Background: an optimization exercise with open tools, aiming at small area. Do not read the settings as production practice.
The RTL was checked by simulation tests, not by an equivalence proof against the original design.
No activity file was given, so power comes from the tool's default toggle rates.

## conv2D_int16
module conv2D_int16(
    input wire  M_AXIS_ACLK,
    input wire  M_AXIS_ARESETN,
    input wire  S_AXIS_ACLK,
    input wire  S_AXIS_ARESETN,
    output wire  M_AXIS_TVALID,
    output wire [15:0] M_AXIS_TDATA,
    output wire [1:0] M_AXIS_TKEEP,
    output wire  M_AXIS_TLAST,
    input wire  M_AXIS_TREADY,
    output wire  S_AXIS_TREADY,
    input wire [15:0] S_AXIS_TDATA,
    input wire [1:0] S_AXIS_TKEEP,
    input wire  S_AXIS_TLAST,
    input wire  S_AXIS_TVALID
    );
    localparam IDLE = 3'd0, FILTER = 3'd1, FILL = 3'd2, STREAM = 3'd3, DRAIN = 3'd4;
    reg [2:0] state;
    reg [1:0] row;       
    reg [1:0] col;       
    wire RX = M_AXIS_TREADY && S_AXIS_TVALID;
    wire s_idle   = state == IDLE;
    wire s_filter = state == FILTER;
    wire s_fill   = state == FILL;
    wire s_stream = state == STREAM;
    wire s_drain  = state == DRAIN;
    wire ph0 = row == 2'd0;
    wire ph1 = row == 2'd1;
    wire ph2 = row == 2'd2;
    wire take = (s_fill || s_stream) && RX;          
    wire pad  = s_drain && !ph2;                     
    wire adv  = take || pad;                         
    assign S_AXIS_TREADY = M_AXIS_TREADY;
    assign M_AXIS_TKEEP  = 2'b11;
    assign M_AXIS_TLAST  = s_drain;
    assign M_AXIS_TVALID = ph2 && (s_drain || (s_stream && S_AXIS_TVALID));
    reg [15:0] f [0:8];
    integer i;
    always @(posedge S_AXIS_ACLK) begin
        if ((s_idle || s_filter) && RX) begin
            f[0] <= S_AXIS_TDATA;
            for (i = 1; i < 9; i = i + 1) f[i] <= f[i-1];
        end
    end
    wire [15:0] cA = ({16{ph0}} & f[2]) | ({16{ph1}} & f[5]) | ({16{ph2}} & f[8]);  
    wire [15:0] cB = ({16{ph0}} & f[1]) | ({16{ph1}} & f[4]) | ({16{ph2}} & f[7]);  
  ...
export LEC_CHECK = 0
export CAP_MARGIN = 0
export CORE_MARGIN = 2
export CORE_UTILIZATION = 45
export CTS_BUF_LIST = sky130_fd_sc_hd__clkbuf_8
export CTS_CLUSTER_DIAMETER = 60
export CTS_CLUSTER_SIZE = 20
export PLACE_DENSITY = 0.6
export SLEW_MARGIN = 0
export SYNTH_HIERARCHICAL = 1
export SYNTH_MINIMUM_KEEP_SIZE = 0
create_clock -name core_clock -period 16.0 [get_ports {S_AXIS_ACLK}]
run.sh (not shown) runs the stock make flow with config.mk's settings and CLKGATE_MAP_FILE= SYNTH_SCRIPT=/design/flow/synth_recipe.tcl, a recipe that flattens the netlist after the stock synthesis.
The first run finished clean.
Rerun with:
==> flow/flow/run.sh (new file) <==
#!/bin/bash
set -euo pipefail
bash standard.sh "BUFFER_PORTS_ARGS=-buffer_cell sky130_fd_sc_hd__buf_1" finish > standard.log 2>&1
==> flow/standard.sh (new file) <==
#!/bin/bash
# synth_recipe.tcl (not shown) runs the flow's synth.tcl, then flattens the netlist and writes it again
# the make line also repeats each setting of config.mk as NAME=value (left out here)
make -C /OpenROAD-flow-scripts/flow DESIGN_CONFIG=/design/flow/config.mk WORK_HOME=/design/flow/orfs CLKGATE_MAP_FILE= SYNTH_SCRIPT=/design/flow/synth_recipe.tcl "${@:-finish}"
Settings changed: CAP_MARGIN 0 to 20, CORE_UTILIZATION 45 to 65, CTS_CLUSTER_SIZE 20 to 14, GPL_TIMING_DRIVEN set to 1, PLACE_DENSITY 0.6 to 0.8, SLEW_MARGIN 0 to 20.
removed: flow/run.sh
Effect: Cell area falls by about 3.6%. Routed wire length falls by 6.0%. Utilization rises by 20 points.
Rerun with:
Settings changed: CORE_UTILIZATION 65 to 45, CTS_CLUSTER_DIAMETER 60 to unset, CTS_CLUSTER_SIZE 14 to unset, PLACE_DENSITY 0.8 to 0.6.
Worst setup slack gets better by 0.099 ns.
Routed wire length went up by about 6%.
Worst hold slack barely changes.
Via count went down by about 2.3%.
Total power went up by 13%.
Final cell count went up by 10%.
Sequential share of layout area went down by 1.0 points.
Sequential power is about the same.
First-iteration DRC count went down by 18%.
Utilization went down by 20 points.
Rerun with:
==> flow/run.sh (new file) <==
#!/bin/bash
# synth_recipe.tcl (not shown) runs the flow's synth.tcl, then flattens the netlist and writes it again
# the make line also repeats each setting of config.mk as NAME=value (left out here)
make -C /OpenROAD-flow-scripts/flow DESIGN_CONFIG=/design/flow/config.mk WORK_HOME=/design/flow/orfs CLKGATE_MAP_FILE= SYNTH_SCRIPT=/design/flow/synth_recipe.tcl finish
Settings changed: CTS_BUF_LIST sky130_fd_sc_hd__clkbuf_8 to sky130_fd_sc_hd__clkbuf_4, CTS_CLUSTER_SIZE set to 30.
removed: flow/flow/run.sh
removed: flow/standard.sh
What happened: Hold slack got worse by 0.0050 ns; sequential cell count is unchanged; synthesized cell count stays the same; synthesized area stays the same.

what the ideal ports hide:
The results above use ideal ports. As a check the final layouts listed here were re-extracted and re-timed, cells and wires unchanged. Step 1 (the two cells are an assumption about what drives the block):
set clk [get_ports {S_AXIS_ACLK}]
set_driving_cell -lib_cell sky130_fd_sc_hd__clkbuf_16 $clk
set_driving_cell -lib_cell sky130_fd_sc_hd__buf_2 [delete_from_list [all_inputs] $clk]
Step 2 moves the port delays by t, midway between the first and last clock arrival at a register: inputs arrive t later, outputs are due t later. That takes back most of the time a late clock gives input paths. Three values: ideal ports, drivers, drivers and shift; two values: the first two.
run | t (ns) | slack for setup (ns) | worst slew at a driven data input, ns | cell pins on the clock port's net
the first run | 0.653 | 3.561 / 3.586 / 2.933 | 0.04 | 1
the second run | 0.593 | 3.578 / 3.600 / 3.007 | 0.05 | 1
the third run | 0.645 | 3.677 / 3.698 / 3.054 | 0.04 | 1
the fourth run | 0.785 | 3.692 / 3.712 / 2.927 | 0.04 | 1
After both steps setup and hold are still met in every run listed. For the fourth run, which loses most, drivers alone change the setup slack by +0.020 ns; drivers and shift together by -0.765 ns.
